This design comes from an exercise in tuning for a short achievable clock period and few clock cycles on the open sky130 flow, not from production work.
Only simulation tests tie the RTL to the original design; equivalence was not proved.
The clock port is modelled as an ideal driver; clocking choices that lean on that would not hold on a real chip.
Power is estimated from default activity; no workload was simulated.

==> job 1486: inputs <==
Design top, start of the top module:
module top(input clk, sys_rst,
           input [15:0] din,
           output [15:0] dout,
           output dout_valid,
           output din_ack,
           output [15:0] imem_addr,
           input [31:0] imem_data,
           output halted
);
Settings: LEC_CHECK=0, CAP_MARGIN=20, CORE_MARGIN=2, CORE_UTILIZATION=50, SLEW_MARGIN=20, SYNTH_HIERARCHICAL=1; clock period 11.0 ns.
standard.sh (not shown) runs the stock make flow with config.mk's settings and CLKGATE_MAP_FILE= SYNTH_SCRIPT=/design/flow/synth_recipe.tcl, a recipe that flattens the netlist after the stock synthesis.
==> flow/flow/run.sh <==
#!/bin/bash
# Standard ORFS layout with: synthesis mapped for delay (no full-adder cells,
# modules synthesized separately), plain buffers on the ports, setup repair
# aimed well inside the clock period (stepwise after CTS, see post_cts.tcl),
# and antenna repair with a margin in global routing (pre_grt.tcl).
# The make output is in flow.log, each step's log in orfs/logs.
set -e
export BUFFER_PORTS_ARGS="-buffer_cell sky130_fd_sc_hd__buf_4"
export POST_CTS_TCL=$PWD/flow/post_cts.tcl
export PRE_GLOBAL_ROUTE_TCL=$PWD/flow/pre_grt.tcl
bash standard.sh ADDER_MAP_FILE= ABC_CLOCK_PERIOD_IN_PS=1000 SETUP_SLACK_MARGIN=7.5 TNS_END_PERCENT=5 \
    CORE_UTILIZATION=50 SYNTH_HIERARCHICAL=1 finish > flow.log 2>&1
==> flow/flow/post_cts.tcl <==
# Stronger setup repair after CTS: raise the target step by step, so that the
# repair does not stall on the worst path before the others are fixed.
foreach m {6.0 6.5 7.0 7.2 7.4 7.6 7.8} {
  log_cmd repair_timing -setup -setup_margin $m -repair_tns 100 -max_passes 200 -match_cell_footprint
}
set result [catch { detailed_placement } msg]
if { $result != 0 } { error "Detailed placement failed after repair: $msg" }
check_placement -verbose
==> flow/flow/pre_grt.tcl <==
# Repair antennas in global routing with a margin, so that detailed routing
# finds none left and does not have to route again after inserting diodes.
rename repair_antennas orfs_repair_antennas
proc repair_antennas {args} { orfs_repair_antennas {*}$args -ratio_margin 30 }
==> inputs of job 5241, as changes to job 1486 <==
--- a/flow/design.v
+++ b/flow/design.v
@@ -36,14 +36,13 @@
     reg        d_v, s_v;
     reg [31:0] d_ir, s_ir;
     reg [15:0] d_pc, d_pcp1;
     reg [15:0] s_pc, s_pcp1;
     reg        d_eqt, d_eqn, s_eqt, s_eqn;    
     reg [13:0] d_dec, s_dec;              
-    reg [31:0] d_o1, d_o2, d_od, s_o1, s_o2, s_od;   
-    reg [31:0] d_tix0, d_tix1, d_tix2, d_nix0, d_nix1, d_nix2, s_tix, s_nix;
+    reg [31:0] d_tix, d_nix, s_tix, s_nix;    
     reg        hlt;                       
     reg        halted_r;
     localparam NB = 8;
     reg [NB-1:0] bt_v;
     reg [9:0]    bt_pc  [0:NB-1];          
     reg [15:0]   bt_tgt [0:NB-1];
@@ -227,22 +226,22 @@
     assign rd0 = d_pop & (d_cnd ? mis_f0 : m_nc);    
     wire could = rd1 | rd0;                        
     wire d_cond = d_jmp | (d_cnd & (fl ^ d_inv));    
     wire cond_r = ((tC & fC) | (tS & fS) | (tZ & fZ) | (tV & fV)) ^ d_inv;
     wire r_t = d_jmp | (d_cnd & (stale ? cond_r : m_t));
     wire xw = xa & x_wr;
-    function [15:0] gsel1;
-        input [31:0] oh;
+    function [15:0] gsel;
+        input [4:0] ix;
         integer j;
         begin
-            gsel1 = 16'h0;
+            gsel = 16'h0;
             for (j = 0; j < 32; j = j + 1)
-                gsel1 = gsel1 | (GPR[j] & {16{oh[j]}});
+                gsel = gsel | (GPR[j] & {16{ix == j}});
         end
     endfunction
-    wire [15:0] gA = gsel1(d_o1), gB = gsel1(d_o2), gD = gsel1(d_od);
+    wire [15:0] gA = gsel(d_rs1), gB = gsel(d_rs2), gD = gsel(d_rd);
     wire [15:0] rA  = (xw && x_rd == d_rs1) ? x_res_b : (m_v && m_rd == d_rs1) ? m_lo :
                       (wb_v && wb_rd == d_rs1) ? wb_val : gA;
     wire [15:0] rB  = (xw && x_rd == d_rs2) ? x_res_b : (m_v && m_rd == d_rs2) ? m_lo :
                       (wb_v && wb_rd == d_rs2) ? wb_val : gB;
     wire [15:0] rD  = (xw && x_rd == d_rd)  ? x_res_b : (m_v && m_rd == d_rd)  ? m_lo :
                       (wb_v && wb_rd == d_rd)  ? wb_val : gD;
@@ -276,18 +275,18 @@
     reg         t_h, n_h;
     reg  [31:0] t_w0, t_w1, n_w0, n_w1;
     always @(*) begin
         t_h = 1'b0; n_h = 1'b0;
         t_w0 = 32'h0; t_w1 = 32'h0; n_w0 = 32'h0; n_w1 = 32'h0;
         for (i = 0; i < NC; i = i + 1) begin
-            t_h  = t_h  | (cp_v[i] & d_tix0[i] & (cp_tag[i] == d_isrc[15:5]));
-            n_h  = n_h  | (cp_v[i] & d_nix0[i] & (cp_tag[i] == d_pcp1[15:5]));
-            t_w0 = t_w0 | (cp_w0[i] & {32{d_tix1[i]}});
-            t_w1 = t_w1 | (cp_w1[i] & {32{d_tix2[i]}});
-            n_w0 = n_w0 | (cp_w0[i] & {32{d_nix1[i]}});
-            n_w1 = n_w1 | (cp_w1[i] & {32{d_nix2[i]}});
+            t_h  = t_h  | (cp_v[i] & d_tix[i] & (cp_tag[i] == d_isrc[15:5]));
+            n_h  = n_h  | (cp_v[i] & d_nix[i] & (cp_tag[i] == d_pcp1[15:5]));
+            t_w0 = t_w0 | (cp_w0[i] & {32{d_tix[i]}});
+            t_w1 = t_w1 | (cp_w1[i] & {32{d_tix[i]}});
+            n_w0 = n_w0 | (cp_w0[i] & {32{d_nix[i]}});
+            n_w1 = n_w1 | (cp_w1[i] & {32{d_nix[i]}});
         end
     end
     wire [15:0] t_a1 = d_isrc + 16'd1;
     wire [15:0] t_a2 = d_isrc + 16'd2;
     wire [15:0] n_a1 = d_pcp1 + 16'd1;
     wire [15:0] n_a2 = d_pcp1 + 16'd2;
@@ -306,15 +305,12 @@
     wire [15:0] a_isrc = imem_data[15:0];
     wire ej = a_v & ~a_bpt & (imem_data[31:27] == OP_JUMP);
     wire a_eqt_e = ej | (a_isrc == a_pred);
     wire a_eqn_e = ~ej & a_eqn;
     wire [31:0] a_tix = 32'h1 << imem_data[4:0];
     wire [31:0] a_nix = 32'h1 << a_pcp1[4:0];
-    wire [31:0] a_o1 = 32'h1 << imem_data[21:17];
-    wire [31:0] a_o2 = 32'h1 << imem_data[15:11];
-    wire [31:0] a_od = 32'h1 << imem_data[26:22];
     wire inflight = ~r_h & (r_a0 == PC);
     assign halted     = halted_r;
     assign dout       = x_mv;
     assign dout_valid = x_dout;
     assign din_ack    = x_din;
     always @(posedge clk) begin
@@ -370,35 +366,27 @@
         y_pc   <= w_pc;
         y_pcp1 <= w_pc + 16'd1;
         y_w    <= w_w;
         if (d_free) begin
             if (redirect) begin
                 d_ir <= r_w0; d_pc <= r_a0; d_pcp1 <= r_a1; d_eqt <= 1'b0; d_eqn <= 1'b1; d_dec <= dec(r_w0);
-                d_tix0 <= 32'h0; d_tix1 <= 32'h0; d_tix2 <= 32'h0;
-                d_nix0 <= 32'h1 << r_a1[4:0]; d_nix1 <= 32'h1 << r_a1[4:0]; d_nix2 <= 32'h1 << r_a1[4:0];
-                d_o1 <= 32'h1 << r_w0[21:17]; d_o2 <= 32'h1 << r_w0[15:11]; d_od <= 32'h1 << r_w0[26:22];
+                d_tix <= 32'h0; d_nix <= 32'h1 << r_a1[4:0];
             end else if (s_v) begin
                 d_ir <= s_ir; d_pc <= s_pc; d_pcp1 <= s_pcp1; d_eqt <= s_eqt; d_eqn <= s_eqn; d_dec <= s_dec;
-                d_tix0 <= s_tix; d_tix1 <= s_tix; d_tix2 <= s_tix;
-                d_nix0 <= s_nix; d_nix1 <= s_nix; d_nix2 <= s_nix;
-                d_o1 <= s_o1; d_o2 <= s_o2; d_od <= s_od;
+                d_tix <= s_tix; d_nix <= s_nix;
             end else begin
                 d_ir <= imem_data; d_pc <= a_pc; d_pcp1 <= a_pcp1; d_eqt <= a_eqt_e; d_eqn <= a_eqn_e; d_dec <= dec(imem_data);
-                d_tix0 <= a_tix; d_tix1 <= a_tix & {32{a_v}}; d_tix2 <= a_tix & {32{a_ok}};
-                d_nix0 <= a_nix; d_nix1 <= a_nix & {32{a_v}}; d_nix2 <= a_nix & {32{a_ok}};
-                d_o1 <= a_o1; d_o2 <= a_o2; d_od <= a_od;
+                d_tix <= a_tix; d_nix <= a_nix;
             end
         end
         if (could & ~s_v) begin
             s_ir <= r_w1; s_pc <= r_a1; s_pcp1 <= r_a2; s_eqt <= 1'b0; s_eqn <= 1'b1; s_dec <= dec(r_w1);
             s_tix <= 32'h0; s_nix <= 32'h1 << r_a2[4:0];
-            s_o1 <= 32'h1 << r_w1[21:17]; s_o2 <= 32'h1 << r_w1[15:11]; s_od <= 32'h1 << r_w1[26:22];
         end else if (d_free == s_v) begin
             s_ir <= imem_data; s_pc <= a_pc; s_pcp1 <= a_pcp1; s_eqt <= a_eqt_e; s_eqn <= a_eqn_e; s_dec <= dec(imem_data);
             s_tix <= a_tix; s_nix <= a_nix;
-            s_o1 <= a_o1; s_o2 <= a_o2; s_od <= a_od;
         end
     end
     always @(posedge clk) begin
         f_pc <= y_pc;
         f_w0 <= y_w;
         f_w1 <= w_w;
==> results.yml <==
grt:
  grtUsageMet1_pct: 60.41
power:
  sw_frac_of_total_pct: 32.57
  p_seq_share_pct: 38.9
  pg_clk_mw: 16.0
  total_power_mw: 48.93
  combinationalPowerShare_pct: 28.3
  p_leak_nw: 76.12
route:
  drt_iter0_drc: 37143
  wl_per_cell_um: 48.07
run_status:
  check.faults: "max-slew violations"
  status: "complete, but fails checks"
floorplanning:
  nWellTaps: 5016
  initial_utilization_pct: 50.33
clock_network:
  insertion_delay_ps: 1090
worst_setup_path:
  reg2reg_from: "d_tix[3]"
  startpoint: "d_tix[3]"
  path_depth: 13
sta:
  final.setup_skew_ps: 102.3
  drv_slew: 7
place:
  placed_cell_area_mm2: 0.1997
The numbers above come from job 5241.

==> results.yml <==
power:
  p_seq_share_pct: 38.7
  pg_clk_mw: 16.7
  total_power_mw: 53.06
  sw_frac_of_total_pct: 32.69
  combinationalPowerShare_pct: 29.9
  p_leak_nw: 83.45
sta:
  final.setup_skew_ps: 134.1
  drv_slew: 0
worst_setup_path:
  reg2reg_from: "x_bl[2]"
  path_depth: 16
route:
  drt_iter0_drc: 36677
  wl_per_cell_um: 45.54
grt:
  grtUsageMet1_pct: 55.99
run_status:
  status: "complete, no violations"
floorplanning:
  nWellTaps: 5428
The numbers above come from job 1486.

Testbench counts of job 1486, summed over its fixed seeds: cycles 72,093.
Testbench counts of job 5241, summed over its fixed seeds: cycles 72,093.

## afterwards: timing with drivers on the ports
In the flow no input, the clock included, has a driving cell. The finished layouts below were timed again as built, in two steps.
Step 1, drivers: a clkbuf_16 drives clk and a buf_2 each remaining input, both assumed.
Step 2 moves the port delays by t, midway between the first and last clock arrival at a register: inputs arrive t later, outputs are due t later. That takes back most of the time a late clock gives input paths.
Three values: no drivers, after step 1, after step 2; two values: the first two.
run | t, ns | setup WS [ns] | worst hold slack (ns) | latest minus earliest clock arrival (ns)
job 1486 | 1.185 | 7.044 / 6.944 / 6.377 | 0.315 / 0.315 / 0.315 | 0.140 / 0.140
job 5241 | 1.155 | 7.084 / 6.988 / 6.426 | 0.321 / 0.321 / 0.321 | 0.120 / 0.120
For job 1486, which loses most, drivers alone change the setup slack by -0.100 ns; drivers and shift together by -0.667 ns.
